This design comes from an exercise in tuning for small area and a short achievable clock period on the open sky130 flow, not from production work.
RTL that was checked went through simulation tests only; none was proved equivalent to the original.
For runs 1 and 2, only the layout was checked, not whether the RTL still works.
Power and IR drop assume default switching activity.

===== flow/config.mk =====
export PLATFORM = sky130hd
export DESIGN_NAME = fpu16_top
export DESIGN_NICKNAME = fpu16_top
export VERILOG_FILES = /design/flow/design.v
export SDC_FILE = /design/flow/constraint.sdc
export NUM_CORES = 4
export LEC_CHECK = 0
export ABC_AREA = 1
export CAP_MARGIN = 20
export CORE_MARGIN = 2
export CORE_UTILIZATION = 60
export CTS_CLUSTER_DIAMETER = 100
export CTS_CLUSTER_SIZE = 30
export GPL_ROUTABILITY_DRIVEN = 0
export SETUP_SLACK_MARGIN = 5.0
export SLEW_MARGIN = 20

===== flow/standard.sh =====
#!/bin/bash
# synth_recipe.tcl (not shown) runs the flow's synth.tcl, then flattens the netlist and writes it again
# the make line also repeats each setting of config.mk as NAME=value (left out here)
make -C /OpenROAD-flow-scripts/flow DESIGN_CONFIG=/design/flow/config.mk WORK_HOME=/design/flow/orfs CLKGATE_MAP_FILE= SYNTH_SCRIPT=/design/flow/synth_recipe.tcl "${@:-finish}"

===== flow/constraint.sdc =====
create_clock -name core_clock -period 8.0 [get_ports {aclk}]
set_input_delay 1.6000 -clock core_clock [delete_from_list [all_inputs] [get_ports {aclk}]]
set_output_delay 1.6000 -clock core_clock [all_outputs]
set_load 0.01 [all_outputs]

===== flow/design.v =====
module mul11_cs(
    input  [10:0] x,
    input  [5:0] neg,
    input  [5:0] one,
    input  [5:0] two,
    output [21:0] r0,
    output [21:0] r1
    );
    wire neg0 = neg[0];
    wire one0 = one[0];
    wire two0 = two[0];
    wire neg1 = neg[1];
    wire one1 = one[1];
    wire two1 = two[1];
    wire neg2 = neg[2];
    wire one2 = one[2];
    wire two2 = two[2];
    wire neg3 = neg[3];
    wire one3 = one[3];
    wire two3 = two[3];
    wire neg4 = neg[4];
    wire one4 = one[4];
    wire two4 = two[4];
    wire neg5 = neg[5];
    wire one5 = one[5];
    wire two5 = two[5];
    wire pp0_0 = ((one0 & x[0]) | (two0 & 1'b0)) ^ neg0;
    wire pp0_1 = ((one0 & x[1]) | (two0 & x[0])) ^ neg0;
    wire pp0_2 = ((one0 & x[2]) | (two0 & x[1])) ^ neg0;
    wire pp0_3 = ((one0 & x[3]) | (two0 & x[2])) ^ neg0;
    wire pp0_4 = ((one0 & x[4]) | (two0 & x[3])) ^ neg0;
    wire pp0_5 = ((one0 & x[5]) | (two0 & x[4])) ^ neg0;
    wire pp0_6 = ((one0 & x[6]) | (two0 & x[5])) ^ neg0;
    wire pp0_7 = ((one0 & x[7]) | (two0 & x[6])) ^ neg0;
    wire pp0_8 = ((one0 & x[8]) | (two0 & x[7])) ^ neg0;
    wire pp0_9 = ((one0 & x[9]) | (two0 & x[8])) ^ neg0;
    wire pp0_10 = ((one0 & x[10]) | (two0 & x[9])) ^ neg0;
    wire pp0_11 = ((one0 & 1'b0) | (two0 & x[10])) ^ neg0;
    wire pp1_0 = ((one1 & x[0]) | (two1 & 1'b0)) ^ neg1;
    wire pp1_1 = ((one1 & x[1]) | (two1 & x[0])) ^ neg1;
    wire pp1_2 = ((one1 & x[2]) | (two1 & x[1])) ^ neg1;
    wire pp1_3 = ((one1 & x[3]) | (two1 & x[2])) ^ neg1;
    wire pp1_4 = ((one1 & x[4]) | (two1 & x[3])) ^ neg1;
    wire pp1_5 = ((one1 & x[5]) | (two1 & x[4])) ^ neg1;
    wire pp1_6 = ((one1 & x[6]) | (two1 & x[5])) ^ neg1;
    wire pp1_7 = ((one1 & x[7]) | (two1 & x[6])) ^ neg1;
    wire pp1_8 = ((one1 & x[8]) | (two1 & x[7])) ^ neg1;
    wire pp1_9 = ((one1 & x[9]) | (two1 & x[8])) ^ neg1;
    wire pp1_10 = ((one1 & x[10]) | (two1 & x[9])) ^ neg1;
    wire pp1_11 = ((one1 & 1'b0) | (two1 & x[10])) ^ neg1;
    wire pp2_0 = ((one2 & x[0]) | (two2 & 1'b0)) ^ neg2;
    wire pp2_1 = ((one2 & x[1]) | (two2 & x[0])) ^ neg2;
    wire pp2_2 = ((one2 & x[2]) | (two2 & x[1])) ^ neg2;
    wire pp2_3 = ((one2 & x[3]) | (two2 & x[2])) ^ neg2;
    wire pp2_4 = ((one2 & x[4]) | (two2 & x[3])) ^ neg2;
    wire pp2_5 = ((one2 & x[5]) | (two2 & x[4])) ^ neg2;
    wire pp2_6 = ((one2 & x[6]) | (two2 & x[5])) ^ neg2;
    wire pp2_7 = ((one2 & x[7]) | (two2 & x[6])) ^ neg2;
    wire pp2_8 = ((one2 & x[8]) | (two2 & x[7])) ^ neg2;
    wire pp2_9 = ((one2 & x[9]) | (two2 & x[8])) ^ neg2;
    wire pp2_10 = ((one2 & x[10]) | (two2 & x[9])) ^ neg2;
    wire pp2_11 = ((one2 & 1'b0) | (two2 & x[10])) ^ neg2;
    wire pp3_0 = ((one3 & x[0]) | (two3 & 1'b0)) ^ neg3;
    wire pp3_1 = ((one3 & x[1]) | (two3 & x[0])) ^ neg3;
    wire pp3_2 = ((one3 & x[2]) | (two3 & x[1])) ^ neg3;
    wire pp3_3 = ((one3 & x[3]) | (two3 & x[2])) ^ neg3;
    wire pp3_4 = ((one3 & x[4]) | (two3 & x[3])) ^ neg3;
    wire pp3_5 = ((one3 & x[5]) | (two3 & x[4])) ^ neg3;
    wire pp3_6 = ((one3 & x[6]) | (two3 & x[5])) ^ neg3;
    wire pp3_7 = ((one3 & x[7]) | (two3 & x[6])) ^ neg3;
    wire pp3_8 = ((one3 & x[8]) | (two3 & x[7])) ^ neg3;
    wire pp3_9 = ((one3 & x[9]) | (two3 & x[8])) ^ neg3;
    wire pp3_10 = ((one3 & x[10]) | (two3 & x[9])) ^ neg3;
    wire pp3_11 = ((one3 & 1'b0) | (two3 & x[10])) ^ neg3;
    wire pp4_0 = ((one4 & x[0]) | (two4 & 1'b0)) ^ neg4;
    wire pp4_1 = ((one4 & x[1]) | (two4 & x[0])) ^ neg4;
    wire pp4_2 = ((one4 & x[2]) | (two4 & x[1])) ^ neg4;
    wire pp4_3 = ((one4 & x[3]) | (two4 & x[2])) ^ neg4;
    wire pp4_4 = ((one4 & x[4]) | (two4 & x[3])) ^ neg4;
    wire pp4_5 = ((one4 & x[5]) | (two4 & x[4])) ^ neg4;
    wire pp4_6 = ((one4 & x[6]) | (two4 & x[5])) ^ neg4;
    wire pp4_7 = ((one4 & x[7]) | (two4 & x[6])) ^ neg4;
    wire pp4_8 = ((one4 & x[8]) | (two4 & x[7])) ^ neg4;
    wire pp4_9 = ((one4 & x[9]) | (two4 & x[8])) ^ neg4;
    wire pp4_10 = ((one4 & x[10]) | (two4 & x[9])) ^ neg4;
    wire pp4_11 = ((one4 & 1'b0) | (two4 & x[10])) ^ neg4;
    wire pp5_0 = (one5 & x[0]) | (two5 & 1'b0);
    wire pp5_1 = (one5 & x[1]) | (two5 & x[0]);
    wire pp5_2 = (one5 & x[2]) | (two5 & x[1]);
    wire pp5_3 = (one5 & x[3]) | (two5 & x[2]);
    wire pp5_4 = (one5 & x[4]) | (two5 & x[3]);
    wire pp5_5 = (one5 & x[5]) | (two5 & x[4]);
    wire pp5_6 = (one5 & x[6]) | (two5 & x[5]);
    wire pp5_7 = (one5 & x[7]) | (two5 & x[6]);
    wire pp5_8 = (one5 & x[8]) | (two5 & x[7]);
    wire pp5_9 = (one5 & x[9]) | (two5 & x[8]);
    wire pp5_10 = (one5 & x[10]) | (two5 & x[9]);
    wire pp5_11 = (one5 & 1'b0) | (two5 & x[10]);
    wire w1 = pp0_6 ^ pp1_4;
    wire w2 = pp0_6 & pp1_4;
    wire w3 = pp0_7 ^ pp1_5;
    wire w4 = pp0_7 & pp1_5;
    wire w5 = pp0_8 ^ pp1_6 ^ pp2_4;
    wire w6 = (pp0_8 & pp1_6) | (pp0_8 & pp2_4) | (pp1_6 & pp2_4);
    wire w7 = pp3_2 ^ pp4_0;
    wire w8 = pp3_2 & pp4_0;
    wire w9 = pp0_9 ^ pp1_7 ^ pp2_5;
    wire w10 = (pp0_9 & pp1_7) | (pp0_9 & pp2_5) | (pp1_7 & pp2_5);
    wire w11 = pp3_3 ^ pp4_1;
    wire w12 = pp3_3 & pp4_1;
    wire w13 = pp0_10 ^ pp1_8 ^ pp2_6;
    wire w14 = (pp0_10 & pp1_8) | (pp0_10 & pp2_6) | (pp1_8 & pp2_6);
    wire w15 = pp3_4 ^ pp4_2 ^ pp5_0;
    wire w16 = (pp3_4 & pp4_2) | (pp3_4 & pp5_0) | (pp4_2 & pp5_0);
    wire w17 = pp0_11 ^ pp1_9 ^ pp2_7;
    wire w18 = (pp0_11 & pp1_9) | (pp0_11 & pp2_7) | (pp1_9 & pp2_7);
    wire w19 = pp3_5 ^ pp4_3 ^ pp5_1;
    wire w20 = (pp3_5 & pp4_3) | (pp3_5 & pp5_1) | (pp4_3 & pp5_1);
    wire w21 = pp1_10 ^ pp2_8 ^ pp3_6;
    wire w22 = (pp1_10 & pp2_8) | (pp1_10 & pp3_6) | (pp2_8 & pp3_6);
    wire w23 = pp4_4 ^ pp5_2 ^ neg0;
    wire w24 = (pp4_4 & pp5_2) | (pp4_4 & neg0) | (pp5_2 & neg0);
    wire w25 = pp1_11 ^ pp2_9 ^ pp3_7;
    wire w26 = (pp1_11 & pp2_9) | (pp1_11 & pp3_7) | (pp2_9 & pp3_7);
    wire w27 = pp4_5 ^ pp5_3 ^ neg0;
    wire w28 = (pp4_5 & pp5_3) | (pp4_5 & neg0) | (pp5_3 & neg0);
    wire w29 = pp2_10 ^ pp3_8 ^ pp4_6;
    wire w30 = (pp2_10 & pp3_8) | (pp2_10 & pp4_6) | (pp3_8 & pp4_6);
    wire w31 = pp5_4 ^ ~neg0 ^ ~neg1;
    wire w32 = (pp5_4 & ~neg0) | (pp5_4 & ~neg1) | (~neg0 & ~neg1);
    wire w33 = pp2_11 ^ pp3_9 ^ pp4_7;
    wire w34 = (pp2_11 & pp3_9) | (pp2_11 & pp4_7) | (pp3_9 & pp4_7);
    wire w35 = pp5_5 ^ 1'b1;
    wire w36 = pp5_5 & 1'b1;
    wire w37 = pp3_10 ^ pp4_8 ^ pp5_6;
    wire w38 = (pp3_10 & pp4_8) | (pp3_10 & pp5_6) | (pp4_8 & pp5_6);
    wire w39 = pp3_11 ^ pp4_9;
    wire w40 = pp3_11 & pp4_9;
    wire w41 = pp0_4 ^ pp1_2;
    wire w42 = pp0_4 & pp1_2;
    wire w43 = pp0_5 ^ pp1_3;
    wire w44 = pp0_5 & pp1_3;
    wire w45 = w1 ^ pp2_2 ^ pp3_0;
    wire w46 = (w1 & pp2_2) | (w1 & pp3_0) | (pp2_2 & pp3_0);
    wire w47 = w2 ^ w3 ^ pp2_3;
    wire w48 = (w2 & w3) | (w2 & pp2_3) | (w3 & pp2_3);
    wire w49 = w4 ^ w5 ^ w7;
    wire w50 = (w4 & w5) | (w4 & w7) | (w5 & w7);
    wire w51 = w6 ^ w8 ^ w9;
    wire w52 = (w6 & w8) | (w6 & w9) | (w8 & w9);
    wire w53 = w10 ^ w12 ^ w13;
    wire w54 = (w10 & w12) | (w10 & w13) | (w12 & w13);
    wire w55 = w14 ^ w16 ^ w17;
    wire w56 = (w14 & w16) | (w14 & w17) | (w16 & w17);
    wire w57 = w18 ^ w20 ^ w21;
    wire w58 = (w18 & w20) | (w18 & w21) | (w20 & w21);
    wire w59 = w22 ^ w24 ^ w25;
    wire w60 = (w22 & w24) | (w22 & w25) | (w24 & w25);
    wire w61 = w26 ^ w28 ^ w29;
    wire w62 = (w26 & w28) | (w26 & w29) | (w28 & w29);
    wire w63 = w30 ^ w32 ^ w33;
    wire w64 = (w30 & w32) | (w30 & w33) | (w32 & w33);
    wire w65 = w34 ^ w36 ^ w37;
    wire w66 = (w34 & w36) | (w34 & w37) | (w36 & w37);
    wire w67 = w38 ^ w39 ^ pp5_7;
    wire w68 = (w38 & w39) | (w38 & pp5_7) | (w39 & pp5_7);
    wire w69 = w40 ^ pp4_10 ^ pp5_8;
    wire w70 = (w40 & pp4_10) | (w40 & pp5_8) | (pp4_10 & pp5_8);
    wire w71 = pp4_11 ^ pp5_9;
    wire w72 = pp4_11 & pp5_9;
    wire w73 = pp0_2 ^ pp1_0;
    wire w74 = pp0_2 & pp1_0;
    wire w75 = pp0_3 ^ pp1_1;
    wire w76 = pp0_3 & pp1_1;
    wire w77 = w41 ^ pp2_0 ^ neg2;
    wire w78 = (w41 & pp2_0) | (w41 & neg2) | (pp2_0 & neg2);
    wire w79 = w42 ^ w43 ^ pp2_1;
    wire w80 = (w42 & w43) | (w42 & pp2_1) | (w43 & pp2_1);
    wire w81 = w44 ^ w45 ^ neg3;
    wire w82 = (w44 & w45) | (w44 & neg3) | (w45 & neg3);
    wire w83 = w46 ^ w47 ^ pp3_1;
    wire w84 = (w46 & w47) | (w46 & pp3_1) | (w47 & pp3_1);
    wire w85 = w48 ^ w49 ^ neg4;
    wire w86 = (w48 & w49) | (w48 & neg4) | (w49 & neg4);
    wire w87 = w50 ^ w51 ^ w11;
    wire w88 = (w50 & w51) | (w50 & w11) | (w51 & w11);
    wire w89 = w52 ^ w53 ^ w15;
    wire w90 = (w52 & w53) | (w52 & w15) | (w53 & w15);
    wire w91 = w54 ^ w55 ^ w19;
    wire w92 = (w54 & w55) | (w54 & w19) | (w55 & w19);
    wire w93 = w56 ^ w57 ^ w23;
    wire w94 = (w56 & w57) | (w56 & w23) | (w57 & w23);
    wire w95 = w58 ^ w59 ^ w27;
    wire w96 = (w58 & w59) | (w58 & w27) | (w59 & w27);
    wire w97 = w60 ^ w61 ^ w31;
    wire w98 = (w60 & w61) | (w60 & w31) | (w61 & w31);
    wire w99 = w62 ^ w63 ^ w35;
    wire w100 = (w62 & w63) | (w62 & w35) | (w63 & w35);
    wire w101 = w64 ^ w65 ^ ~neg2;
    wire w102 = (w64 & w65) | (w64 & ~neg2) | (w65 & ~neg2);
    wire w103 = w66 ^ w67 ^ 1'b1;
    wire w104 = (w66 & w67) | (w66 & 1'b1) | (w67 & 1'b1);
    wire w105 = w68 ^ w69 ^ ~neg3;
    wire w106 = (w68 & w69) | (w68 & ~neg3) | (w69 & ~neg3);
    wire w107 = w70 ^ w71 ^ 1'b1;
    wire w108 = (w70 & w71) | (w70 & 1'b1) | (w71 & 1'b1);
    wire w109 = w72 ^ pp5_10 ^ ~neg4;
    wire w110 = (w72 & pp5_10) | (w72 & ~neg4) | (pp5_10 & ~neg4);
    wire w111 = pp5_11 ^ 1'b1;
    wire w112 = pp5_11 & 1'b1;
    assign r0 = {w110, w108, w106, w104, w102, w100, w98, w96, w94, w92, w90, w88, w86, w84, w82, w80, w78, w76, w74, w73, pp0_1, pp0_0};
    assign r1 = {w111, w109, w107, w105, w103, w101, w99, w97, w95, w93, w91, w89, w87, w85, w83, w81, w79, w77, w75, neg1, 1'b0, neg0};
endmodule
module booth_enc11(
    input  [10:0] y,
    output [5:0] neg,
    output [5:0] one,
    output [5:0] two
    );
    assign neg[0] = y[1];
    assign one[0] = y[0] ^ 1'b0;
    assign two[0] = (y[1] & ~y[0] & ~1'b0) | (~y[1] & y[0] & 1'b0);
    assign neg[1] = y[3];
    assign one[1] = y[2] ^ y[1];
    assign two[1] = (y[3] & ~y[2] & ~y[1]) | (~y[3] & y[2] & y[1]);
    assign neg[2] = y[5];
    assign one[2] = y[4] ^ y[3];
    assign two[2] = (y[5] & ~y[4] & ~y[3]) | (~y[5] & y[4] & y[3]);
    assign neg[3] = y[7];
    assign one[3] = y[6] ^ y[5];
    assign two[3] = (y[7] & ~y[6] & ~y[5]) | (~y[7] & y[6] & y[5]);
    assign neg[4] = y[9];
    assign one[4] = y[8] ^ y[7];
    assign two[4] = (y[9] & ~y[8] & ~y[7]) | (~y[9] & y[8] & y[7]);
    assign neg[5] = 1'b0;
    assign one[5] = y[10] ^ y[9];
    assign two[5] = (1'b0 & ~y[10] & ~y[9]) | (~1'b0 & y[10] & y[9]);
endmodule
module lzc12(
    input  [11:0] op,
    output [3:0]  cnt
    );
    assign cnt =
        op[11] ? 4'd0 : op[10] ? 4'd1 : op[9] ? 4'd2 : op[8] ? 4'd3 :
        op[7] ? 4'd4 : op[6] ? 4'd5 : op[5] ? 4'd6 : op[4] ? 4'd7 :
        op[3] ? 4'd8 : op[2] ? 4'd9 : op[1] ? 4'd10 : op[0] ? 4'd11 : 4'd12;
endmodule
module fpu_cmp_core(
    input  [15:0] a,
    input  [15:0] b,
    output        ge,
    output        mag_gt
    );
    wire gt, eq;
    mag_cmp15 u_mag(.x(a[14:0]), .y(b[14:0]), .gt(gt), .eq(eq));
    assign ge = (a[15] ^ b[15]) ? ~a[15] : (a[15] ? ~gt : (gt | eq));
    assign mag_gt = gt;
endmodule
module mag_cmp15(
    input  [14:0] x,
    input  [14:0] y,
    output        gt,
    output        eq
    );
    wire [15:0] g0 = {1'b0, x & ~y};
    wire [15:0] e0 = {1'b1, ~(x ^ y)};
    wire [7:0] g1, e1;
    wire [3:0] g2, e2;
    wire [1:0] g3, e3;
    genvar i;
    generate
        for (i = 0; i < 8; i = i + 1) begin : l1
            assign g1[i] = g0[2*i+1] | (e0[2*i+1] & g0[2*i]);
            assign e1[i] = e0[2*i+1] & e0[2*i];
        end
        for (i = 0; i < 4; i = i + 1) begin : l2
            assign g2[i] = g1[2*i+1] | (e1[2*i+1] & g1[2*i]);
            assign e2[i] = e1[2*i+1] & e1[2*i];
        end
        for (i = 0; i < 2; i = i + 1) begin : l3
            assign g3[i] = g2[2*i+1] | (e2[2*i+1] & g2[2*i]);
            assign e3[i] = e2[2*i+1] & e2[2*i];
        end
    endgenerate
    assign gt = g3[1] | (e3[1] & g3[0]);
    assign eq = e3[1] & e3[0];
endmodule
module fpu16_top(
    input         aclk,
    input  [15:0] a,
    input  [15:0] b,
    input         a_valid,
    input         b_valid,
    output [15:0] add_result,
    output        add_valid,
    output [15:0] sub_result,
    output        sub_valid,
    output [15:0] mul_result,
    output        mul_valid,
    output [7:0]  cmp_result,
    output        cmp_valid
    );
    reg v0, v1, v2, v3, v4, v5;
    always @(posedge aclk) begin
        v0 <= a_valid & b_valid;
        v1 <= v0; v2 <= v1; v3 <= v2; v4 <= v3; v5 <= v4;
    end
    reg [15:0] a0, b0;
    reg cmp_q, a_gt;
    wire ge, mag_gt;
    fpu_cmp_core u_cmp(.a(a), .b(b), .ge(ge), .mag_gt(mag_gt));
    always @(posedge aclk) begin
        a0 <= a;
        b0 <= b;
        cmp_q <= ge;
        a_gt <= mag_gt;
    end
    assign cmp_result = {7'b0, cmp_q};
    assign cmp_valid = v0;
    wire [14:0] l0 = a_gt ? a0[14:0] : b0[14:0];
    wire [14:0] s0 = a_gt ? b0[14:0] : a0[14:0];
    wire hl0 = |l0[14:10];
    wire hs0 = |s0[14:10];
    wire [4:0] d0 = {l0[14:11], l0[10] | ~hl0} - {s0[14:11], s0[10] | ~hs0};
    wire [5:0] bn0, bo0, bt0;
    booth_enc11 u_be(.y({hs0, s0[9:0]}), .neg(bn0), .one(bo0), .two(bt0));
    reg [14:0] l1, s1;
    reg ls1, es1, fs1, hl1, hs1;
    reg [5:0] bo1, bt1;
    reg [4:0] d1;
    always @(posedge aclk) begin
        l1  <= l0;
        s1  <= s0;
        ls1 <= a_gt ? a0[15] : b0[15];
        es1 <= a0[15] ^ b0[15];
        fs1 <= a_gt ? a0[15] : ~b0[15];
        hl1 <= hl0;
        hs1 <= hs0;
        bo1 <= bo0;
        bt1 <= bt0;
        d1  <= d0;
    end
    wire [4:0] le1 = {l1[14:11], l1[10] | ~hl1};
    wire [4:0] se1 = {s1[14:11], s1[10] | ~hs1};
    wire [13:0] s_ext = {hs1, s1[9:0], 3'b0};
    wire [13:0] s_shr = d1[4] ? 14'b0 : s_ext >> d1[3:0];
    wire [13:0] s_lost = d1[4] ? s_ext : s_ext & ~(14'h3fff << d1[3:0]);
    reg [14:0] l2;
    reg [13:0] sal2;
    reg ls2, es2, fs2, hl2, linf2, pani2, bz2;
    always @(posedge aclk) begin
        l2    <= l1;
        sal2  <= {s_shr[13:1], s_shr[0] | (|s_lost)};
        ls2   <= ls1;
        es2   <= es1;
        fs2   <= fs1;
        hl2   <= hl1;
        linf2 <= &l1[14:10];
        pani2 <= es1 & (&s1[14:10]) & ~(|l1[9:0]) & ~(|s1[9:0]);
        bz2   <= ~hl1 & ~(|l1[9:0]);
    end
    wire [13:0] sal_e = linf2 ? 14'b0 : sal2;
    wire [13:0] l_ext = {hl2, l2[9:0], 3'b0};
    reg [14:0] ps3;
    reg [13:0] ms3;
    reg [4:0] le3;
    reg linf3, ls3, es3, fs3, pani3, bz3;
    always @(posedge aclk) begin
        ps3   <= {1'b0, l_ext} + {1'b0, sal_e};
        ms3   <= l_ext - sal_e;
        le3   <= {l2[14:11], l2[10] | ~hl2};
        linf3 <= linf2;
        ls3   <= ls2;
        es3   <= es2;
        fs3   <= fs2;
        pani3 <= pani2;
        bz3   <= bz2;
    end
    wire p_nf = ps3[14];
    wire [9:0] p_fr = p_nf ? ps3[13:4] : ps3[12:3];
    wire p_g  = p_nf ? ps3[3] : ps3[2];
    wire p_r  = p_nf ? ps3[2] : ps3[1];
    wire p_st = p_nf ? (ps3[1] | ps3[0]) : ps3[0];
    wire [4:0] p_e = p_nf ? le3 + 5'd1 : (ps3[13] ? le3 : 5'd0);
    wire p_inc = p_g & (p_r | p_st | p_fr[0]);
    wire [10:0] m_force = (le3 >= 5'd12) ? 11'b0 : (11'b1 << (5'd11 - le3));
    wire [10:0] m_top = ms3[13:3] | m_force;
    wire [3:0] m_sh =
        m_top[10] ? 4'd0 : m_top[9] ? 4'd1 : m_top[8] ? 4'd2 : m_top[7] ? 4'd3 :
        m_top[6] ? 4'd4 : m_top[5] ? 4'd5 : m_top[4] ? 4'd6 : m_top[3] ? 4'd7 :
        m_top[2] ? 4'd8 : m_top[1] ? 4'd9 : m_top[0] ? 4'd10 : 4'd11;
    wire [13:0] m_n = ms3 << m_sh;
    wire [10:0] m_t = ms3[13:3];
    wire [3:0] m_lz =
        m_t[10] ? 4'd0 : m_t[9] ? 4'd1 : m_t[8] ? 4'd2 : m_t[7] ? 4'd3 :
        m_t[6] ? 4'd4 : m_t[5] ? 4'd5 : m_t[4] ? 4'd6 : m_t[3] ? 4'd7 :
        m_t[2] ? 4'd8 : m_t[1] ? 4'd9 : m_t[0] ? 4'd10 : 4'd11;
    wire [5:0] m_ed = {1'b0, le3} - {2'b0, m_lz};
    wire [4:0] m_e = (m_ed[5] | (m_ed == 6'd0)) ? 5'd0 : m_ed[4:0];
    wire m_inc = (m_sh == 4'd0) ? ms3[2] & (ms3[1] | ms3[0] | ms3[3]) :
                 (m_sh == 4'd1) ? ms3[1] & (ms3[0] | ms3[2]) : 1'b0;
    reg [14:0] pv4, mv4;
    reg pinc4, minc4, mz4, linf4, ls4, es4, fs4, pani4, bz4;
    always @(posedge aclk) begin
        pv4   <= {p_e, p_fr};
        pinc4 <= p_inc;
        mv4   <= {m_e, m_n[12:3]};
        minc4 <= m_inc;
        mz4   <= ~(|ms3);
        linf4 <= linf3;
        ls4   <= ls3;
        es4   <= es3;
        fs4   <= fs3;
        pani4 <= pani3;
        bz4   <= bz3;
    end
    wire [14:0] p_rnd = pv4 + pinc4;
    wire [14:0] m_rnd = mv4 + minc4;
    wire [14:0] p_res = ((&p_rnd[14:10]) & ~linf4) ? 15'h7c00 : p_rnd;
    wire [14:0] m_res = ((&m_rnd[14:10]) & ~linf4) ? 15'h7c00 : m_rnd;
    wire [14:0] add_mag = es4 ? m_res : p_res;
    wire [14:0] sub_mag = es4 ? p_res : m_res;
    wire zs = bz4 & ls4 & ~es4;
    wire [15:0] add_c = pani4 ? 16'hfe00 : bz4 ? {zs, 15'b0} :
                        (es4 & mz4) ? 16'b0 : {ls4, add_mag};
    wire [15:0] sub_c = pani4 ? 16'hfe00 : bz4 ? {zs, 15'b0} :
                        (~es4 & mz4) ? 16'b0 : {fs4, sub_mag};
    reg [15:0] add_q, sub_q;
    reg add_vq, sub_vq;
    always @(posedge aclk) begin
        add_q  <= add_c;
        sub_q  <= sub_c;
        add_vq <= v4 & ~(&add_c[14:10]);
        sub_vq <= v4 & ~(&sub_c[14:10]);
    end
    assign add_result = add_q;
    assign add_valid = add_vq;
    assign sub_result = sub_q;
    assign sub_valid = sub_vq;
    wire [10:0] m_x = {hl1, l1[9:0]};
    wire [10:0] m_y = {hs1, s1[9:0]};
    wire [21:0] cs0, cs1;
    wire [5:0] bn1 = {1'b0, m_y[9], m_y[7], m_y[5], m_y[3], m_y[1]};
    mul11_cs u_mul(.x(m_x), .neg(bn1), .one(bo1), .two(bt1), .r0(cs0), .r1(cs1));
    reg [21:0] cs0_2, cs1_2;
    reg [6:0] t2;
    reg msg2, nan2, psel2, zero2;
    always @(posedge aclk) begin
        cs0_2 <= cs0;
        cs1_2 <= cs1;
        t2    <= {2'b0, le1} + {2'b0, se1} - 7'd15;
        msg2  <= es1;
        nan2  <= &l1[14:10];
        psel2 <= (&s1[14:10]) & (ls1 ^ fs1);
        zero2 <= ~hs1 & ~(|s1[9:0]);
    end
    wire [21:0] q_sum = cs0_2 + cs1_2;
    wire [9:0] payload = psel2 ? sal2[12:3] : l2[9:0];
    reg [21:0] q3;
    reg [6:0] t3;
    reg msg3, nan3, zero3;
    always @(posedge aclk) begin
        q3    <= nan2 ? {2'b01, payload, 10'b0} : q_sum;
        t3    <= t2;
        msg3  <= msg2;
        nan3  <= nan2;
        zero3 <= zero2;
    end
    wire [3:0] lq;
    lzc12 u_lq(q3[21:10], lq);
    wire normal = ~t3[6] & (t3[5:0] >= {2'b0, lq});
    reg [21:0] q4;
    reg [6:0] l4, e4;
    reg normal4, msg4, nan4, zero4;
    always @(posedge aclk) begin
        q4      <= q3;
        l4      <= normal ? {3'b0, lq} : t3;
        e4      <= t3 + 7'd1 - {3'b0, lq};
        normal4 <= normal;
        msg4    <= msg3;
        nan4    <= nan3;
        zero4   <= zero3;
    end
    wire [32:0] q_pad = {q4, 11'b0};
    wire [6:0] q_sh = 7'd11 - l4;
    wire [32:0] q_z16 = q_sh[4] ? q_pad >> 16 : q_pad;
    wire [32:0] q_z8  = q_sh[3] ? q_z16 >> 8 : q_z16;
    wire [32:0] q_z4  = q_sh[2] ? q_z8 >> 4 : q_z8;
    wire [32:0] q_z2  = q_sh[1] ? q_z4 >> 2 : q_z4;
    wire [32:0] q_z   = q_sh[0] ? q_z2 >> 1 : q_z2;
    wire [11:0] win = q_z[21:10];
    wire [22:0] below = ~({23{1'b1}} << q_sh[4:0]);
    wire st4 = |(q4 & below[22:1]);
    wire [6:0] e4p1 = e4 + 7'd1;
    reg [10:0] mant5;
    reg [4:0] e5;
    reg inc5, ovn5, ovc5, normal5, msg5, nan5, zero5;
    always @(posedge aclk) begin
        mant5   <= win[11:1];
        inc5    <= win[0] & (st4 | win[1]);
        e5      <= e4[4:0];
        ovn5    <= normal4 & ($signed(e4) > 30);
        ovc5    <= normal4 & ($signed(e4p1) > 30);
        normal5 <= normal4;
        msg5    <= msg4;
        nan5    <= nan4;
        zero5   <= zero4;
    end
    wire [11:0] mr = {1'b0, mant5} + inc5;
    wire carry = inc5 & (&mant5);
    wire ovf = carry ? ovc5 : ovn5;
    wire [4:0] field = ~normal5 ? {4'b0, mr[10]} : carry ? e5 + 5'd1 : e5;
    wire [15:0] mul_c = nan5 ? {msg5, 5'b11111, mr[9:0]} : zero5 ? {msg5, 15'b0} :
                        ovf ? {msg5, 5'b11111, 10'b0} : {msg5, field, mr[9:0]};
    wire mul_err = nan5 | (ovf & ~zero5);
    reg [15:0] mul_q;
    reg mul_vq;
    always @(posedge aclk) begin
        mul_q  <= mul_c;
        mul_vq <= v5 & ~mul_err;
    end
    assign mul_result = mul_q;
    assign mul_valid = mul_vq;
endmodule

===== flow/flow/run.sh =====
#!/bin/bash
# The standard layout, with buf_2 cells as the port buffers and setup repair
# aimed at a 2.72 ns period (slack margin 5.28 ns at the 8 ns clock).
set -euo pipefail
bash standard.sh SETUP_SLACK_MARGIN=5.28 "BUFFER_PORTS_ARGS=-buffer_cell sky130_fd_sc_hd__buf_2" finish > standard.log 2>&1

==> out/results.ini, run 1 <==
[synth]
ys_seq_area_share_pct = 41.3
netlist.top_cell.by_area = dfxtp_1
synth.most_common_cell = nand2_1
ys_seq_elements = 397
ys_warn_count = 1
syn_area_per_cell_um2 = 8.18
netlist_top_cells_count = nand2_1, dfxtp_1, inv_1, o21ai_0, nor2_1
syn_area_um2 = 19200
synth_cell_types = 62
ys_async_sr_fraction_pct = 0
postSynthCellCount = 2354
synthTopCellsByArea = dfxtp_1, nand2_1, ha_1
synth.top_cell.area_share_pct = 41.3
synth-main-ff-cell = dfxtp_1
synth_edf_count = 0

[critical_path]
end_kind = register
path_delay_family = adder cells
cp_max_fo = 5
worstPathRequired_ns = 8.40
critPathArrivalTime_ns = 3.15
critical_path.cell_chain = clkinvlp_4 -> buf_4 -> o22ai_1 -> xor2_1 -> fa_1 -> fa_1 -> fa_1
path_class = register to register
crit_top_cell = fa_1
cpPeakStageDelay_ns = 0.49
worst_setup_path_start_kind = register
path_buf_inv = 2
crit_path_top_delay_cell = fa_1

[clock_tree]
cts_inserted_buffers = 17
path_clk_slew_ns = 0.11
cts_tree = yes
htreeDepth = 1
cts.sinks = 397
clock-root-buffer = clkbuf_16
clkLatencyLatePin_ns = 0.52
cts-hold-fix-buffers = 0
cts_buffer_depth = 3

[global_route]
grt_max_degree = 64
grt_use_met2_pct = 43.0
grt_first_pass_wirelength_um = 68500
antenna_found_initial = 0
first_global_vias = 14200
grt_overflow = 0
grtUsageMet1_pct = 32.4
grt_usage_pct = 24.9
top_usage_layer = met2
met3_usage_pct = 2.62

[die]
die_w_um = 183
ios = 95
initial_core_util_pct = 61.0
core-area_um2 = 31600
die_h_um = 183
die-area_um2 = 33500
num_rows = 65

[route]
dr.pass1.iters = 6
vias_per_cell = 5.42
drc = 0
detail_route.wl_per_cell_um = 15.3
drt_iter0_drc = 1389
dr_total_vias = 15600
ant_nets = 0
wl_um = 43900

[final_layout]
finalNonFillerCells = 2875
multiInputGateArea_um2 = 9890
final_nets = 2674
area.sequential_um2 = 8010
layout-drive-gt1-share_pct = 13.1
nFillCells = 2610
antenna_cells = 0
area_delta_synth_final_pct = 11.2

[pwr]
p_per_area_nw_per_um2 = 410
p_int_uw = 4960
ir_drop_mv = 0.263
clkPwrFrac_pct = 11.3
p_leak_uw = 0.0102
swShare_pct = 43.5
pwr-share-seq_pct = 37.1
p_switching_uw = 3820
comb_power_share_pct = 51.6

[timing]
final.setup.tns_ns = 0
hold_violations = 0
drv_slew = 0
tightest_slew_ns = 0.703
finalCritPeriodShare_pct = 34.3
rsz0062_at_grt = true
finalCriticalPeriod_ns = 2.74
setup_viol = 0
finClkSkew_ns = 0.0143
fmax_mhz = 364
slew_headroom_pct = 52.6

[placement]
hpwl_um = 33000
numPortBuffers = 87
dp_cells = 2784

[worst_hold_path]
hold_class = register to register

[job]
cap_violations = 0

[status]
status = timing/DRC/antenna clean

-- power groups by stage --
stage	sequential [uW]	combinational (uW)	clock (uW)
after global routing	3340	5190	1100
after global placement	3260	4120	0
final	3260	4530	991
after CTS	3220	4250	1030
after detailed placement	3270	4210	0
after floorplan	3140	3220	0
-- cells in the final DEF, fill, tap and decap left out, types with 17 or more instances in the layout --
cell,count
buf_2,91
buf_4,58
clkbuf_16,17
nand3_1,118
nor2_1,133
ha_1,114
dfxtp_1,372
o21ai_0,165
nor3_1,18
o22ai_1,64
clkinvlp_4,21
fa_1,45
nand2_1,407
a21oi_1,129
xor2_1,109
inv_1,332
-- worst reg2reg max path, delay by kind of cell (launching register included) --
| kind | cells | cell delay (ns) |
|---|---|---|
| buf+inv | 2 | 0.40 |
| xor+xnor | 1 | 0.25 |
| fa+ha+maj | 3 | 1.41 |
| flops | 1 | 0.39 |
| compound gates | 1 | 0.18 |
-- area by class of cell --
cell class              count  share of cell area, %
repair inverters            4                  0.129
clock buffers              19                   2.12
well taps                 402                   2.35
inverters                 367                   6.81
multi-input cells        1527                   46.2
flip-flops and latches    397                   37.4
repair buffers            157                   4.79
clock inverters             2                  0.117
-- path summary, 6_finish.rpt --
| check | start | endpoint | slack, ns | cells past startpoint |
|---|---|---|---|---|
| hold / removal | bz3$_DFF_P_ | bz4$_DFF_P_ | 0.33 | 0 |
| hold reg to reg | bz3$_DFF_P_ | bz4$_DFF_P_ | 0.33 | 0 |
| setup reg to reg | l1[8]$_DFF_P_ | cs1_2[10]$_DFF_P_ | 5.26 | 7 |
| setup / recovery | l1[8]$_DFF_P_ | cs1_2[10]$_DFF_P_ | 5.26 | 7 |
-- sequential cells by signal, summed over array words and instances, names as in the netlist, 15 cells and up --
register	count
add_q	16
pv4	15
l2	15
q4	22
l1	15
a0	16
sub_q	16
mul_q	16
q3	22
b0	16
cs0_2	22
mv4	15
cs1_2	21
-- repair_timing --
item / 4_1_cts / 5_1_grt
setup buffers: 8 / 57
endpoints found under the setup margin: 44 / 78
cloned: 1 / 4
gates resized for setup: 23 / 112
pin swaps: 0 / 27
-- kinds of logic (layout without fill, tap and decap cells) --
group           Yosys count  after routing  synth area share, %
compound gates          457            457                 13.6
xor+xnor                123            123                 5.64
fa+ha+maj               168            168                 12.8
buf+inv                 437            549                 8.88
flops                   397            397                 41.3
mux                       7              7                0.364
other cells               1              7               0.0195
simple gates            764            765                 17.5
-- per-layer routing --
metal	share of wire, %	vias up	wire length (um)
met4	4.3	0	1900
met2	47	608	20600
met5	0	-	0
li1	-	7854	-
met3	6.4	150	2800
met1	42	6959	18600
-- metrics by stage --
step                      setup WS [ns]  total power [uW]  hold slack (ns)  instance area (um^2)  util [%]
after detailed placement           4.76              7480            0.312                 19900      63.1
after CTS                          5.25              8500            0.334                 20500      65.0
after global placement             4.87              7380            0.310                 19900      63.1
final                              5.26              8780            0.328                 21400      67.8
after global routing               5.19              9630            0.340                 21400      67.8
after floorplan                    5.25              6360            0.310                 19300         -
==> run 2, diff against run 1 <==
--- a/flow/config.mk
+++ b/flow/config.mk
@@ -11,6 +11,5 @@
 export CORE_UTILIZATION = 60
 export CTS_CLUSTER_DIAMETER = 100
 export CTS_CLUSTER_SIZE = 30
-export GPL_ROUTABILITY_DRIVEN = 0
 export SETUP_SLACK_MARGIN = 5.0
 export SLEW_MARGIN = 20
==> run 2 against run 1 <==
  * Still clean on timing, DRC and antenna
  * Clock-buffer cell count fell by 1
  * Utilization about the same
  * Power up 0.95%
  * Worst setup slack gained 0.038 ns
  * Clock skew up 0.0087 ns
  * Synthesized cell count unchanged
  * Wire length increased by 2.0%
  * Critical path type unchanged
  * Critical endpoint is now cs1_2[9]$_DFF_P_
  * Largest cell class unchanged
  * Largest power group unchanged
==> out/results.ini, run 2 <==
[status]
status = timing/DRC/antenna clean

[route]
dr_total_vias = 15600  ; +0.42%
dr.pass1.iters = 6  ; unchanged
vias_per_cell = 5.43  ; +0.32%
detail_route.wl_per_cell_um = 15.6  ; +1.9%
drt_iter0_drc = 1017  ; -27%
ant_nets = 0  ; unchanged
wl_um = 44800  ; +2.0%
drc = 0  ; unchanged

[pwr]
p_per_area_nw_per_um2 = 414  ; +0.96%
p_leak_uw = 0.0102  ; about the same
ir_drop_mv = 0.278  ; +6.0%

[final_layout]
finalNonFillerCells = 2878  ; +0.10%
nFillCells = 2683  ; +2.8%
final_common_cell = nand2_1
final_nets = 2677  ; +0.11%
layout_common_cells = nand2_1, dfxtp_1, inv_1
area_delta_synth_final_pct = 11.2  ; about the same
layout-drive-gt1-share_pct = 13.4  ; +0.31 points
largestRegisters = cs0_2 (22), q3 (22), q4 (22)
multiInputGateArea_um2 = 9900  ; about the same
antenna_cells = 0  ; unchanged
area.sequential_um2 = 8010  ; about the same

[critical_path]
end_kind = register
crit_top_cell = fa_1
crit_path_top_delay_cell = fa_1
critPathArrivalTime_ns = 3.12  ; -0.03 ns
critical_path.cell_chain = clkinvlp_4 -> buf_2 -> o22ai_1 -> xor2_1 -> fa_1 -> fa_1 -> fa_1
cp_max_fo = 5  ; unchanged
worst_setup_path_start_kind = register
worstPathRequired_ns = 8.41  ; about the same
cpPeakStageDelay_ns = 0.52  ; +0.03 ns
path_class = register to register

[timing]
finalCriticalPeriod_ns = 2.71  ; -0.0378 ns
fmax_mhz = 370  ; +1.4%
slew_headroom_pct = 38.0  ; -15 points
setup_viol = 0  ; unchanged
final.setup.tns_ns = 0  ; unchanged
rsz0062_at_grt = true
tightest_slew_ns = 0.928  ; +0.225 ns
hold_violations = 0  ; unchanged
drv_slew = 0  ; unchanged
finClkSkew_ns = 0.0230  ; +0.00869 ns
finalCritPeriodShare_pct = 33.8  ; -0.47 points

[synth]
synth.top_cell.area_share_pct = 41.3  ; unchanged
synthTopCellsByArea = dfxtp_1, nand2_1, ha_1
ys_seq_elements = 397  ; unchanged
synth.most_common_cell = nand2_1
syn_area_per_cell_um2 = 8.18  ; unchanged
ys_async_sr_fraction_pct = 0  ; unchanged
synth-main-ff-cell = dfxtp_1
ys_seq_area_share_pct = 41.3  ; unchanged
synth_edf_count = 0  ; unchanged
synth_cell_types = 62  ; unchanged
ys_warn_count = 1  ; unchanged
syn_area_um2 = 19200  ; unchanged
netlist.top_cell.by_area = dfxtp_1
postSynthCellCount = 2354  ; unchanged
netlist_top_cells_count = nand2_1, dfxtp_1, inv_1, o21ai_0, nor2_1

[die]
die_w_um = 183  ; unchanged
num_rows = 65  ; unchanged
core-area_um2 = 31600  ; unchanged
die_h_um = 183  ; unchanged
die-area_um2 = 33500  ; unchanged
ios = 95  ; unchanged
initial_core_util_pct = 61.0  ; unchanged

[global_route]
first_global_vias = 14400  ; +1.5%
grt_max_degree = 64  ; unchanged
grt_usage_pct = 25.5  ; +0.65 points
grt_first_pass_wirelength_um = 70200  ; +2.4%
antenna_found_initial = 0  ; unchanged
grt_overflow = 0  ; unchanged

[clock_tree]
htreeDepth = 1  ; unchanged
clock-root-buffer = clkbuf_16
cts_buffer_depth = 3  ; unchanged
cts_tree = yes
cts-hold-fix-buffers = 0  ; unchanged
path_clk_slew_ns = 0.10  ; about the same
cts.sinks = 397  ; unchanged
clkLatencyLatePin_ns = 0.53  ; about the same
cts_inserted_buffers = 17  ; unchanged

[placement]
numPortBuffers = 87  ; unchanged
gp_congestion = 0.973
dp_cells = 2783  ; -0.036%
hpwl_um = 33600  ; +1.7%

[job]
cap_violations = 0  ; unchanged

[worst_hold_path]
hold_class = register to register

run 2: cell counts after synthesis:
Identical to the previous run, type by type.
run 2: per-layer routing:
layer  global-route usage [%]  share of wire, %
met1                     33.2                43
met2                     44.3                47
met3                     2.64               5.6
met4                     8.99               3.8
met5                        0                 0
run 2: final timing paths:
path / start / endpoint / slack (ns) / depth (start not counted)
worst max register to register: l1[8]$_DFF_P_ / cs1_2[9]$_DFF_P_ / 5.29 / 7
worst max-delay path: l1[8]$_DFF_P_ / cs1_2[9]$_DFF_P_ / 5.29 / 7
worst min register to register: fs3$_DFF_P_ / fs4$_DFF_P_ / 0.34 / 0
worst min-delay path: fs3$_DFF_P_ / fs4$_DFF_P_ / 0.34 / 0
run 2: worst max-delay path: cells and delay by family (launching register included):
| kind | cells | cell delay [ns] |
|---|---|---|
| compound gates | 1 | 0.23 |
| xor+xnor | 1 | 0.24 |
| fa+ha+maj | 3 | 1.42 |
| buf+inv | 2 | 0.29 |
| flops | 1 | 0.39 |
run 2: kinds of logic after synthesis:
| family | after synthesis | share of synthesized area, % |
|---|---|---|
| flops | 397 | 41.3 |
| mux | 7 | 0.364 |
| other cells | 1 | 0.0195 |
| xor+xnor | 123 | 5.64 |
| buf+inv | 437 | 8.88 |
| simple gates | 764 | 17.5 |
| fa+ha+maj | 168 | 12.8 |
| compound gates | 457 | 13.6 |
run 2: area by class of cell:
type | instances | area share, %
multi-input combinational | 1527 | 46.3
sequential | 397 | 37.4
inverter | 367 | 6.83
timing repair buffer | 161 | 4.87
tap | 402 | 2.35
clock buffer | 18 | 2.01
clock inverter | 3 | 0.170
timing repair inverter | 3 | 0.0936
run 2: what timing repair did:
item | CTS | global route
pin swaps | 0 | 27
resized for setup | 30 | 106
setup buffers | 8 | 62
endpoints found under the setup margin | 46 | 72
gates cloned | 1 | 3
run 2: power by group:
group,switching [uW],internal [uW]
Clock,591,398
Combinational,2780,1820
Sequential,509,2760
Total,3880,4980
run 2: through the flow:
stage | total power (uW) | hold WS [ns] | util [%] | area (um^2) | worst slack, ns
2_1_floorplan | 6360 | 0.310 | - | 19300 | 5.25
3_3_place_gp | 7400 | 0.310 | 63.1 | 19900 | 4.45
3_5_place_dp | 7520 | 0.312 | 63.1 | 19900 | 4.51
4_1_cts | 8560 | 0.336 | 65.0 | 20500 | 5.26
5_1_grt | 9680 | 0.340 | 67.8 | 21400 | 5.20
6_report | 8860 | 0.336 | 67.8 | 21400 | 5.29
==> run 3, diff against run 2 <==
--- a/flow/design.v
+++ b/flow/design.v
@@ -4,7 +4,8 @@
     input  [5:0] one,
     input  [5:0] two,
     output [21:0] r0,
-    output [21:0] r1
+    output [21:0] r1,
+    output [21:0] r2
     );
     wire neg0 = neg[0];
     wire one0 = one[0];
@@ -168,48 +169,9 @@
     wire w70 = (w40 & pp4_10) | (w40 & pp5_8) | (pp4_10 & pp5_8);
     wire w71 = pp4_11 ^ pp5_9;
     wire w72 = pp4_11 & pp5_9;
-    wire w73 = pp0_2 ^ pp1_0;
-    wire w74 = pp0_2 & pp1_0;
-    wire w75 = pp0_3 ^ pp1_1;
-    wire w76 = pp0_3 & pp1_1;
-    wire w77 = w41 ^ pp2_0 ^ neg2;
-    wire w78 = (w41 & pp2_0) | (w41 & neg2) | (pp2_0 & neg2);
-    wire w79 = w42 ^ w43 ^ pp2_1;
-    wire w80 = (w42 & w43) | (w42 & pp2_1) | (w43 & pp2_1);
-    wire w81 = w44 ^ w45 ^ neg3;
-    wire w82 = (w44 & w45) | (w44 & neg3) | (w45 & neg3);
-    wire w83 = w46 ^ w47 ^ pp3_1;
-    wire w84 = (w46 & w47) | (w46 & pp3_1) | (w47 & pp3_1);
-    wire w85 = w48 ^ w49 ^ neg4;
-    wire w86 = (w48 & w49) | (w48 & neg4) | (w49 & neg4);
-    wire w87 = w50 ^ w51 ^ w11;
-    wire w88 = (w50 & w51) | (w50 & w11) | (w51 & w11);
-    wire w89 = w52 ^ w53 ^ w15;
-    wire w90 = (w52 & w53) | (w52 & w15) | (w53 & w15);
-    wire w91 = w54 ^ w55 ^ w19;
-    wire w92 = (w54 & w55) | (w54 & w19) | (w55 & w19);
-    wire w93 = w56 ^ w57 ^ w23;
-    wire w94 = (w56 & w57) | (w56 & w23) | (w57 & w23);
-    wire w95 = w58 ^ w59 ^ w27;
-    wire w96 = (w58 & w59) | (w58 & w27) | (w59 & w27);
-    wire w97 = w60 ^ w61 ^ w31;
-    wire w98 = (w60 & w61) | (w60 & w31) | (w61 & w31);
-    wire w99 = w62 ^ w63 ^ w35;
-    wire w100 = (w62 & w63) | (w62 & w35) | (w63 & w35);
-    wire w101 = w64 ^ w65 ^ ~neg2;
-    wire w102 = (w64 & w65) | (w64 & ~neg2) | (w65 & ~neg2);
-    wire w103 = w66 ^ w67 ^ 1'b1;
-    wire w104 = (w66 & w67) | (w66 & 1'b1) | (w67 & 1'b1);
-    wire w105 = w68 ^ w69 ^ ~neg3;
-    wire w106 = (w68 & w69) | (w68 & ~neg3) | (w69 & ~neg3);
-    wire w107 = w70 ^ w71 ^ 1'b1;
-    wire w108 = (w70 & w71) | (w70 & 1'b1) | (w71 & 1'b1);
-    wire w109 = w72 ^ pp5_10 ^ ~neg4;
-    wire w110 = (w72 & pp5_10) | (w72 & ~neg4) | (pp5_10 & ~neg4);
-    wire w111 = pp5_11 ^ 1'b1;
-    wire w112 = pp5_11 & 1'b1;
-    assign r0 = {w110, w108, w106, w104, w102, w100, w98, w96, w94, w92, w90, w88, w86, w84, w82, w80, w78, w76, w74, w73, pp0_1, pp0_0};
-    assign r1 = {w111, w109, w107, w105, w103, w101, w99, w97, w95, w93, w91, w89, w87, w85, w83, w81, w79, w77, w75, neg1, 1'b0, neg0};
+    assign r0 = {pp5_11, w72, w70, w68, w66, w64, w62, w60, w58, w56, w54, w52, w50, w48, w46, w44, w42, w41, pp0_3, pp0_2, pp0_1, pp0_0};
+    assign r1 = {1'b1, pp5_10, w71, w69, w67, w65, w63, w61, w59, w57, w55, w53, w51, w49, w47, w45, w43, pp2_0, pp1_1, pp1_0, 1'b0, neg0};
+    assign r2 = {1'b0, ~neg4, 1'b1, ~neg3, 1'b1, ~neg2, w35, w31, w27, w23, w19, w15, w11, neg4, pp3_1, neg3, pp2_1, neg2, 1'b0, neg1, 1'b0, 1'b0};
 endmodule
 module booth_enc11(
     input  [10:0] y,
@@ -439,28 +401,32 @@
     assign sub_valid = sub_vq;
     wire [10:0] m_x = {hl1, l1[9:0]};
     wire [10:0] m_y = {hs1, s1[9:0]};
-    wire [21:0] cs0, cs1;
+    wire [21:0] cs0, cs1, cs2;
     wire [5:0] bn1 = {1'b0, m_y[9], m_y[7], m_y[5], m_y[3], m_y[1]};
-    mul11_cs u_mul(.x(m_x), .neg(bn1), .one(bo1), .two(bt1), .r0(cs0), .r1(cs1));
-    reg [21:0] cs0_2, cs1_2;
+    mul11_cs u_mul(.x(m_x), .neg(bn1), .one(bo1), .two(bt1), .r0(cs0), .r1(cs1), .r2(cs2));
+    wire nan1 = &l1[14:10];
+    wire psel1 = (&s1[14:10]) & (ls1 ^ fs1);
+    wire [9:0] payload = psel1 ? s1[9:0] : l1[9:0];
+    reg [21:0] cs0_2, cs1_2, cs2_2;
     reg [6:0] t2;
-    reg msg2, nan2, psel2, zero2;
+    reg msg2, nan2, zero2;
     always @(posedge aclk) begin
-        cs0_2 <= cs0;
-        cs1_2 <= cs1;
+        cs0_2 <= nan1 ? {2'b01, payload, 10'b0} : cs0;
+        cs1_2 <= nan1 ? 22'b0 : cs1;
+        cs2_2 <= nan1 ? 22'b0 : cs2;
         t2    <= {2'b0, le1} + {2'b0, se1} - 7'd15;
         msg2  <= es1;
-        nan2  <= &l1[14:10];
-        psel2 <= (&s1[14:10]) & (ls1 ^ fs1);
+        nan2  <= nan1;
         zero2 <= ~hs1 & ~(|s1[9:0]);
     end
-    wire [21:0] q_sum = cs0_2 + cs1_2;
-    wire [9:0] payload = psel2 ? sal2[12:3] : l2[9:0];
+    wire [21:0] q_s = cs0_2 ^ cs1_2 ^ cs2_2;
+    wire [21:0] q_c = (cs0_2 & cs1_2) | (cs0_2 & cs2_2) | (cs1_2 & cs2_2);
+    wire [21:0] q_sum = q_s + {q_c[20:0], 1'b0};
     reg [21:0] q3;
     reg [6:0] t3;
     reg msg3, nan3, zero3;
     always @(posedge aclk) begin
-        q3    <= nan2 ? {2'b01, payload, 10'b0} : q_sum;
+        q3    <= q_sum;
         t3    <= t2;
         msg3  <= msg2;
         nan3  <= nan2;
==> run 3 against run 2 <==
  * First-iteration DRC count is 21% higher
  * Largest power group unchanged
  * Wire length grew 1.1%
  * Power is 7.4% higher
==> out/results.ini, run 3 <==
[timing]
hold_violations = 0  ; unchanged
slew_headroom_pct = 42.7  ; +4.7 points
setup_viol = 0  ; unchanged
tightest_slew_ns = 0.858  ; -0.0701 ns
fin_ws_ns = 5.27  ; -0.0219 ns
finalCritPeriodShare_pct = 34.1  ; +0.27 points
timing.hold.ws_ns = 0.324  ; -0.0122 ns
drv_slew = 0  ; unchanged
finalCriticalPeriod_ns = 2.73  ; +0.0219 ns
finClkSkew_ns = 0.0299  ; +0.00688 ns
fmax_mhz = 367  ; -0.80%
final.setup.tns_ns = 0  ; unchanged
rsz0062_at_grt = true

[final_layout]
final_nets = 2660  ; -0.64%
nFillCells = 2774  ; +3.4%
finalNonFillerCells = 2900  ; +0.76%
layout-drive-gt1-share_pct = 11.6  ; -1.8 points
layout_common_cells = nand2_1, dfxtp_1, inv_1
area_delta_synth_final_pct = 10.1
largestRegisters = cs0_2 (22), q3 (22), q4 (22)
final_common_cell = nand2_1
antenna_cells = 0  ; unchanged

[placement]
numPortBuffers = 87  ; unchanged
dp_cells = 2844  ; +2.2%
hpwl_um = 34500  ; +2.8%
gp_congestion = 0.919  ; -5.6%
place_ws_ns = 4.54  ; +0.0291 ns

[route]
wl_um = 45300  ; +1.1%
dr.pass1.iters = 5  ; -1
dr_total_vias = 15600  ; -0.52%
vias_per_cell = 5.36  ; -1.3%
drc = 0  ; unchanged
detail_route.wl_per_cell_um = 15.6  ; +0.33%
drt_iter0_drc = 1235  ; +21%
ant_nets = 0  ; unchanged

[critical_path]
crit_path_top_delay_cell = dfxtp_1
worstPathRequired_ns = 8.48  ; +0.07 ns
reg2reg_setup_slack_ns = 5.27  ; -0.02 ns
critPathArrivalTime_ns = 3.21  ; +0.09 ns
cp_max_fo = 8  ; +3
worst_setup_path_start_kind = register
end_kind = register
critical_path.cell_chain = clkinvlp_4 -> buf_4 -> xor2_1 -> fa_1 -> inv_1 -> fa_1 -> inv_1 -> nor2_1
path_class = register to register
cpPeakStageDelay_ns = 0.72  ; +0.20 ns

[clock_tree]
clkLatencyLatePin_ns = 0.54  ; about the same
cts.sinks = 412  ; +3.8%
htreeDepth = 1  ; unchanged
cts_inserted_buffers = 18  ; +1
cts_tree = yes
clock-root-buffer = clkbuf_16
cts-hold-fix-buffers = 0  ; unchanged
path_clk_slew_ns = 0.11  ; about the same
cts_buffer_depth = 3  ; unchanged

[pwr]
power.total_uw = 9520  ; +7.4%
p_per_area_nw_per_um2 = 442  ; +6.7%
ir_drop_mv = 0.342  ; +23%
p_leak_uw = 0.0103  ; +0.71%

[synth]
ys_async_sr_fraction_pct = 0  ; unchanged
synth_simple_gate_area_share_pct = 17.9  ; +0.45 points
synth.most_common_cell = nand2_1
synthTopCellsByArea = dfxtp_1, nand2_1, ha_1
synth.top_cell.area_share_pct = 42.2  ; +0.89 points
synth_cell_types = 64  ; +3.2%
syn_area_per_cell_um2 = 8.20  ; +0.28%
ys_seq_elements = 412  ; +3.8%
syn_area_um2 = 19600  ; +1.6%
ys_warn_count = 1  ; unchanged
ys_seq_area_share_pct = 42.2  ; +0.89 points
netlist_top_cells_count = nand2_1, dfxtp_1, inv_1, nor2_1, o21ai_0
synth-main-ff-cell = dfxtp_1
synthMuxAreaShare_pct = 0.358  ; -0.0057 points
synth_xor_area_share_pct = 5.82  ; +0.19 points
synth-compound-area-share_pct = 12.5  ; -1.1 points
synth_edf_count = 0  ; unchanged
postSynthCellCount = 2385  ; +1.3%
netlist.top_cell.by_area = dfxtp_1
synth_top_family_by_area = simple AND/OR/NAND/NOR gates
synth_adder_area_share_pct = 12.8  ; +0.017 points

[die]
die_h_um = 185  ; +0.78%
ios = 95  ; unchanged
initial_core_util_pct = 60.6  ; -0.43 points
core-area_um2 = 32300  ; +2.3%
num_rows = 66  ; +1.5%
die-area_um2 = 34000  ; +1.6%
die_w_um = 185  ; +0.78%

[global_route]
grt_max_degree = 59  ; -7.8%
grt_overflow = 0  ; unchanged
grt_first_pass_wirelength_um = 72700  ; +3.6%
antenna_found_initial = 0  ; unchanged
grt_usage_pct = 26.4  ; +0.90 points
first_global_vias = 14700  ; +1.5%

[status]
status = timing/DRC/antenna clean

[worst_hold_path]
hold_class = register to register

[job]
cap_violations = 0  ; unchanged

## run 3: layout make-up
type	instances	area [um^2]	area share, %
timing repair buffer	121	707	3.28
timing repair inverter	1	7.51	0.0349
multi-input combinational	1557	10100	47.1
clock inverter	4	63.8	0.296
inverter	345	1340	6.23
clock buffer	18	450	2.09
sequential	412	8280	38.4
tap	442	553	2.57
## run 3: metal layers
layer / part of all wire (%) / track usage, %
met5: 0 / 0
met4: 3.3 / 8.48
met3: 4.8 / 2.65
met2: 48 / 45.5
met1: 44 / 34.9
## run 3: kinds of logic (layout without fill, tap and decap cells)
logic type      after synthesis  count (layout)
simple gates                816             818
xor+xnor                    130             130
compound gates              426             426
mux                           7               7
buf+inv                     424             489
fa+ha+maj                   169             169
other cells                   1               7
flops                       412             412
## run 3: worst paths after layout
kind                        from             endpoint  cells after the start
hold / removal    l2[11]$_DFF_P_       le3[1]$_DFF_P_                      0
hold reg to reg   l2[11]$_DFF_P_       le3[1]$_DFF_P_                      0
setup / recovery   s1[5]$_DFF_P_  cs1_2[8]$_SDFF_PP0_                      8
setup reg to reg   s1[5]$_DFF_P_  cs1_2[8]$_SDFF_PP0_                      8
## run 3: what timing repair did
action	4_1_cts	5_1_grt
hold endpoints to repair	0	0
cloned	1	2
buffers inserted	6	25
gates resized for setup	25	97
endpoints found under the setup margin	41	72
pin swaps	2	23
## run 3: power by group
| group | total, uW | internal [uW] | switching, uW |
|---|---|---|---|
| combinational | 5030 | 2030 | 2990 |
| clock | 1060 | 426 | 636 |
| sequential | 3430 | 2860 | 571 |
| total | 9520 | 5320 | 4200 |
## run 3: worst max-delay path, delay by kind of cell (launching register included)
kind | cells | cell delay, ns
adders and majority gates | 2 | 1.00
DFF | 1 | 0.72
and+or+nand+nor | 1 | 0.10
xor gates and xnor gates | 1 | 0.17
buffers and inverters | 4 | 0.68
## run 3: stage by stage
| stage | utilization, % | instance area (um^2) |
|---|---|---|
| after detailed placement | 62.9 | 20300 |
| after global routing | 66.7 | 21500 |
| after CTS | 64.8 | 20900 |
| after global placement | 62.9 | 20300 |
| after floorplan | - | 19600 |
| final | 66.7 | 21500 |
==> run 4, diff against run 3 <==
--- a/flow/config.mk
+++ b/flow/config.mk
@@ -8,7 +8,7 @@
 export ABC_AREA = 1
 export CAP_MARGIN = 20
 export CORE_MARGIN = 2
-export CORE_UTILIZATION = 60
+export CORE_UTILIZATION = 55
 export CTS_CLUSTER_DIAMETER = 100
 export CTS_CLUSTER_SIZE = 30
 export SETUP_SLACK_MARGIN = 5.0
==> run 4 against run 3 <==
  * Clock-buffer cell count grew 1
  * Sequential share of layout area grew 0.086 points
  * Critical endpoint is now inc5$_DFF_P_
  * Via count shrank 0.59%
  * Wire length grew 0.18%
  * Largest cell class unchanged
==> out/results.ini, run 4 <==
[status]
status = timing/DRC/antenna clean

[final_layout]
antenna_cells = 0  ; unchanged
layout_common_cells = nand2_1, dfxtp_1, inv_1
area_delta_synth_final_pct = 9.84
largestRegisters = cs0_2 (22), q3 (22), q4 (22)
final_common_cell = nand2_1
stdcell_area_um2 = 21500  ; -0.27%
layout-drive-gt1-share_pct = 11.2  ; -0.41 points
final_nets = 2660  ; unchanged

[clock_tree]
cts_tree = yes
cts.sinks = 412  ; unchanged
cts_buffer_depth = 3  ; unchanged
clkLatencyLatePin_ns = 0.55  ; about the same
clock-root-buffer = clkbuf_16
htreeDepth = 1  ; unchanged
path_clk_slew_ns = 0.11  ; about the same
cts_inserted_buffers = 18  ; unchanged
cts-hold-fix-buffers = 0  ; unchanged

[synth]
ys_async_sr_fraction_pct = 0  ; unchanged
synth.top_cell.area_share_pct = 42.2  ; unchanged
ys_warn_count = 1  ; unchanged
synth_edf_count = 0  ; unchanged
netlist_top_cells_count = nand2_1, dfxtp_1, inv_1, nor2_1, o21ai_0
postSynthCellCount = 2385  ; unchanged
syn_area_per_cell_um2 = 8.20  ; unchanged
syn_area_um2 = 19600  ; unchanged
ys_seq_elements = 412  ; unchanged
ys_seq_area_share_pct = 42.2  ; unchanged
synthTopCellsByArea = dfxtp_1, nand2_1, ha_1
synth-main-ff-cell = dfxtp_1
synth.most_common_cell = nand2_1
synth_cell_types = 64  ; unchanged
netlist.top_cell.by_area = dfxtp_1

[timing]
tightest_slew_ns = 0.856  ; -0.00248 ns
fmax_mhz = 370  ; +0.84%
slew_headroom_pct = 42.9  ; +0.17 points
hold_violations = 0  ; unchanged
finalCritPeriodShare_pct = 33.8  ; -0.28 points
final.setup.tns_ns = 0  ; unchanged
finalCriticalPeriod_ns = 2.71  ; -0.0228 ns
setup_viol = 0  ; unchanged
finClkSkew_ns = 0.0204  ; -0.00945 ns
rsz0062_at_grt = true
drv_slew = 0  ; unchanged

[global_route]
grtUsageMet1_pct = 32.2  ; -2.8 points
grt_first_pass_wirelength_um = 71900  ; -1.2%
grt_use_met2_pct = 41.5  ; -4.0 points
top_usage_layer = met2
grt_overflow = 0  ; unchanged
grt_usage_pct = 24.4  ; -2.1 points
antenna_found_initial = 0  ; unchanged
met3_usage_pct = 2.86  ; +0.21 points
grt_max_degree = 64  ; +8.5%
first_global_vias = 14400  ; -1.5%

[critical_path]
end_kind = register
cpPeakStageDelay_ns = 0.48  ; -0.24 ns
critPathArrivalTime_ns = 3.13  ; -0.08 ns
worst_setup_path_start_kind = register
path_class = register to register
path_delay_family = compound AO/OA/AOI/OAI gates
crit_path_top_delay_cell = dfxtp_4
worstPathRequired_ns = 8.43  ; -0.05 ns
cp_max_fo = 16  ; +8
critical_path.cell_chain = clkinvlp_4 -> ha_4 -> nor2_4 -> inv_1 -> a21oi_1 -> o221ai_1 -> a211oi_1 -> nand2_1 -> nor2_1 -> o211ai_1 -> o22ai_1 -> nor2_1
path_buf_inv = 2  ; -2
crit_top_cell = nor2_1

[placement]
hpwl_um = 34900  ; +1.1%
gp_congestion = 0.893  ; -2.8%
numPortBuffers = 87  ; unchanged
placed_area_um2 = 20300  ; +0.15%

[route]
drt_iter0_drc = 1029  ; -17%
dr.pass1.iters = 5  ; unchanged
dr_total_vias = 15500  ; -0.59%
vias_per_cell = 5.30  ; -1.3%
ant_nets = 0  ; unchanged
drc = 0  ; unchanged
wl_um = 45400  ; +0.18%
detail_route.wl_per_cell_um = 15.5  ; -0.51%

[die]
core-area_um2 = 35300  ; +9.4%
num_rows = 69  ; +4.5%
ios = 95  ; unchanged
die-area_um2 = 37100  ; +8.9%
die_h_um = 193  ; +4.3%
die_w_um = 193  ; +4.3%
initial_core_util_pct = 55.4  ; -5.2 points

[pwr]
p_per_area_nw_per_um2 = 447  ; +1.0%
p_leak_uw = 0.0102  ; -0.21%
ir_drop_mv = 0.346  ; +1.1%

[worst_hold_path]
hold_class = register to register

[job]
cap_violations = 0  ; unchanged

## run 4: metrics by stage
step / hold WS [ns] / utilization [%] / std cells / setup WS (ns) / total power, uW
5_1_grt: 0.336 / 60.8 / 2920 / 5.21 / 10500
3_3_place_gp: 0.310 / 57.6 / 2864 / 4.57 / 8010
3_5_place_dp: 0.312 / 57.6 / 2864 / 4.60 / 8070
6_report: 0.328 / 60.8 / 2920 / 5.29 / 9590
2_1_floorplan: 0.310 / - / 2391 / 5.18 / 6790
4_1_cts: 0.334 / 59.4 / 2892 / 5.19 / 9270
## run 4: worst reg2reg max path: stages, from the launching register on
cell,delay [ns]
dfxtp_4,0.48
clkinvlp_4,0.25
ha_4,0.37
nor2_4,0.21
inv_1,0.18
a21oi_1,0.22
o221ai_1,0.16
a211oi_1,0.27
nand2_1,0.09
nor2_1,0.10
o211ai_1,0.10
o22ai_1,0.12
nor2_1,0.05
## run 4: routing by layer
layer	routed length (um)	up-vias
met3	2390	88
met5	0	-
met2	21300	484
met4	1480	0
li1	-	7808
met1	20200	7084
## run 4: power by group
part	switching, uW	internal [uW]
logic	3040	2050
clock network	630	474
registers	546	2860
total	4210	5380
## run 4: final cells by class
type | count | area, um^2
tap | 461 | 577
multi-input combinational | 1557 | 10000
timing repair buffer | 121 | 694
sequential | 412 | 8270
clock buffer | 19 | 475
clock inverter | 4 | 73.8
fill | 3193 | 13800
inverter | 345 | 1330
timing repair inverter | 1 | 7.51
## run 4: cell families after synthesis
family                   share of synthesized area [%]
AO/OA/AOI/OAI                                     12.5
flip-flops                                        42.2
other                                           0.0192
adder cells (fa/ha/maj)                           12.8
multiplexers                                     0.358
XOR/XNOR                                          5.82
AND/OR/NAND/NOR                                   17.9
buffers and inverters                             8.40
## run 4: final timing paths
path | start | endpoint | slack [ns] | depth (start not counted)
setup / recovery | l4[2]$_DFF_P_ | inc5$_DFF_P_ | 5.29 | 12
hold / removal | t2[3]$_DFF_P_ | t3[3]$_DFF_P_ | 0.33 | 0
setup reg to reg | l4[2]$_DFF_P_ | inc5$_DFF_P_ | 5.29 | 12
hold reg to reg | t2[3]$_DFF_P_ | t3[3]$_DFF_P_ | 0.33 | 0
## run 4: what timing repair did
action,CTS,global route
gates resized for setup,20,84
setup endpoints to repair,41,75
setup buffers,4,26
pin swaps,1,24
cloned,1,2

[port drivers added, routing unchanged]
No port has a modelled driver above. Below, the same layouts with a new extraction and two added sets of constraints.
Step 1 sets driving cells, clkbuf_16 on the clock port and buf_2 on the other inputs (assumed; they add their load-dependent delay and slew).
Step 2 times the ports against the registers' clock, not the clock port: input delays grow and output delays shrink by t, the midpoint of the rising clock arrivals with the driver on.
a / b / c = ideal / step 1 / step 2; a / b = the first two.
| run | t, ns | setup slack, ns | hold slack, ns |
|---|---|---|---|
| run 1 | 0.561 | 5.256 / 5.256 / 4.930 | 0.328 / 0.328 / 0.328 |
| run 2 | 0.578 | 5.294 / 5.294 / 4.907 | 0.336 / 0.336 / 0.336 |
| run 3 | 0.585 | 5.272 / 5.272 / 4.806 | 0.324 / 0.324 / 0.324 |
| run 4 | 0.599 | 5.295 / 5.295 / 4.854 | 0.328 / 0.328 / 0.328 |
After both steps setup and hold are still met in every run listed. The setup slack of run 3, which loses most, moves by 0.000 ns with the drivers and by -0.466 ns with both steps.
